Source: an optimization exercise on an open RTL-to-GDS flow (aim: a short achievable clock period and few clock cycles). Production flows keep margins and buffers that such runs may drop.
In this exercise RTL edits were held to simulation tests only and were not proved equivalent to the original.

== before ==
Design Datapath, start of the top module:
module Datapath (clk,rst,Enable,Instr,rData,dWriteMem,dReadMem,iAddr,dAddr,wData);
	input clk, rst;
	input Enable;
	input[31:0] Instr, rData;
	output dWriteMem, dReadMem;
	output[31:0] iAddr, dAddr, wData;
	reg[31:0] pc;
	reg       d_valid;
	reg[31:0] d_instr, d_pc, d_target;
	reg[31:0] e_a, e_b, e_sd, e_pc, e_target;
	reg[4:0]  e_dest;
	reg       e_valid, e_wen, e_load, e_store, e_beq;
	reg       e_add, e_sub, e_and, e_or, e_slt;
	reg[31:0] m_res, m_sd;
	reg[4:0]  m_dest;
	reg       m_wen, m_load, m_store;
	reg[31:0] rf[1:31];
	assign dAddr = m_res;
	assign wData = m_sd;
	assign dReadMem = m_load;
	assign dWriteMem = m_store;
	wire hold = (m_load | m_store) & ~Enable;
	wire[31:0] m_val = m_load ? rData : m_res;
	wire m_commit = m_wen & ~hold;
	integer i;
	always @(posedge clk or negedge rst)
	begin
		if(!rst)
			for(i=1; i<32; i=i+1)
				rf[i] <= 32'd0;
		else if(m_commit)
			rf[m_dest] <= m_val;
	end
	wire[31:0] e_sum, e_diff;
	wire e_co, e_nb;
	KSAdd #(32, 5) AddAdder (.a(e_a), .b(e_b), .cin(1'b0), .s(e_sum), .co(e_co));
	KSAdd #(32, 5) SubAdder (.a(e_a), .b(~e_b), .cin(1'b1), .s(e_diff), .co(e_nb));
	wire e_ltu = ~e_nb;	 
	wire[31:0] e_res = ({32{e_add}} & e_sum) | ({32{e_sub}} & e_diff) |
	                   ({32{e_and}} & (e_a & e_b)) | ({32{e_or}} & (e_a | e_b)) |
	                   {31'd0, e_slt & e_ltu};
	wire redirect = e_beq & (e_a == e_b);
	wire[5:0] op = d_instr[31:26];
	wire[4:0] rs = d_instr[25:21];
	wire[4:0] rt = d_instr[20:16];
	wire[4:0] rd = d_instr[15:11];
	wire[5:0] fn = d_instr[5:0];
	wire[31:0] imm = {{16{d_instr[15]}}, d_instr[15:0]};
	wire is_r   = (op == 6'h00);
	wire is_beq = (op == 6'h04);
	wire is_addi = (op == 6'h08);
	wire is_lw  = (op == 6'h23);
	wire is_sw  = (op == 6'h2b);
	wire cond_beq = is_beq & (rs != rt);	 
	wire uses_rs = is_r | cond_beq | is_addi | is_lw | is_sw;
	wire uses_rt = is_r | cond_beq | is_sw;
	wire itype = is_addi | is_lw | is_sw;
	wire[4:0] dest = is_r ? rd : rt;
	wire wen = ((is_r & (rd != 5'd0)) | ((is_addi | is_lw) & (rt != 5'd0)));
	wire luse = d_valid & e_load & e_wen & ((uses_rs & (e_dest == rs)) | (uses_rt & (e_dest == rt)));
	wire fe_a = e_wen & (e_dest == rs);
	wire fm_a = m_wen & (m_dest == rs);
	wire fe_b = e_wen & (e_dest == rt);
  ...
Settings: LEC_CHECK=0, CAP_MARGIN=20, CELL_PAD_IN_SITES_DETAIL_PLACEMENT=1, CORE_MARGIN=2, CORE_UTILIZATION=40, PLACE_DENSITY=0.6, SETUP_SLACK_MARGIN=5, SLEW_MARGIN=20; clock period 8.0 ns.
run.sh (not shown) runs the stock make flow with config.mk's settings and CLKGATE_MAP_FILE= SYNTH_SCRIPT=/design/flow/synth_recipe.tcl, a recipe that flattens the netlist after the stock synthesis.
before terminated abnormally: global routing reported GRT-0228.
Testbench counts of before, summed over its fixed seeds: cycles 12,417.
> inputs changed (before -> after)
# before
export LEC_CHECK = 0
export CAP_MARGIN = 20
export CELL_PAD_IN_SITES_DETAIL_PLACEMENT = 1
export CORE_MARGIN = 2
export CORE_UTILIZATION = 40
export PLACE_DENSITY = 0.6
export SETUP_SLACK_MARGIN = 5
export SLEW_MARGIN = 20
create_clock -name core_clock -period 8.0 [get_ports {clk}]
# after
export LEC_CHECK = 0
export CAP_MARGIN = 20
export CORE_MARGIN = 2
export CORE_UTILIZATION = 40
export PLACE_DENSITY = 0.6
export SETUP_SLACK_MARGIN = 5
export SLEW_MARGIN = 20
create_clock -name core_clock -period 8.0 [get_ports {clk}]
==> run notes <==
Number of buffers created by CTS: after vs before identical. Post-synthesis share of cell area spent on xor and xnor gates came out exactly the same in before and after. On total half-perimeter wirelength after legalization and detailed placement: between before and after, it ends up higher for before. Number of buffers inserted by port buffering came out exactly the same in before and after. The remaining runs in before and after completed every stage, whereas before halted early. Status after: flow complete, layout not clean - antenna violations. before never completed, since it errored out during global routing. From before to after the numbers moved as follows: post-synthesis register bit count did not really move; post-place setup slack went up 100 ps; die extent in y now sits at about the same level. Compared with before, in after number of instances resized during post-cts repair decreased about 5.6%; area share of fa/ha/maj cells after synthesis essentially unchanged; horizontal die dimension essentially unchanged; netlist area before placement essentially unchanged.

[separate check: timing with driven ports]
How much do the figures lean on ideal ports? The routed layout below was timed once more, with nothing changed but the port constraints.
Step 1, drivers: a clkbuf_16 drives clk and a buf_2 each remaining input, both assumed.
Step 2 times the ports against the registers' clock, not the clock port: input delays grow and output delays shrink by t, the midpoint of the rising clock arrivals with the driver on.
Three values: ideal, step 1, step 2; two values: the first two.
run: after
t, ns: 0.906
setup WS [ns]: 4.585 / 4.585 / 3.792
slew at the worst register clock pin (ns): 0.07 / 0.07
worst slew at a driven data input, ns: 0.08
cell pins on the clock port's net: 1
For after, drivers alone change the setup slack by 0.000 ns; drivers and shift together by -0.793 ns.
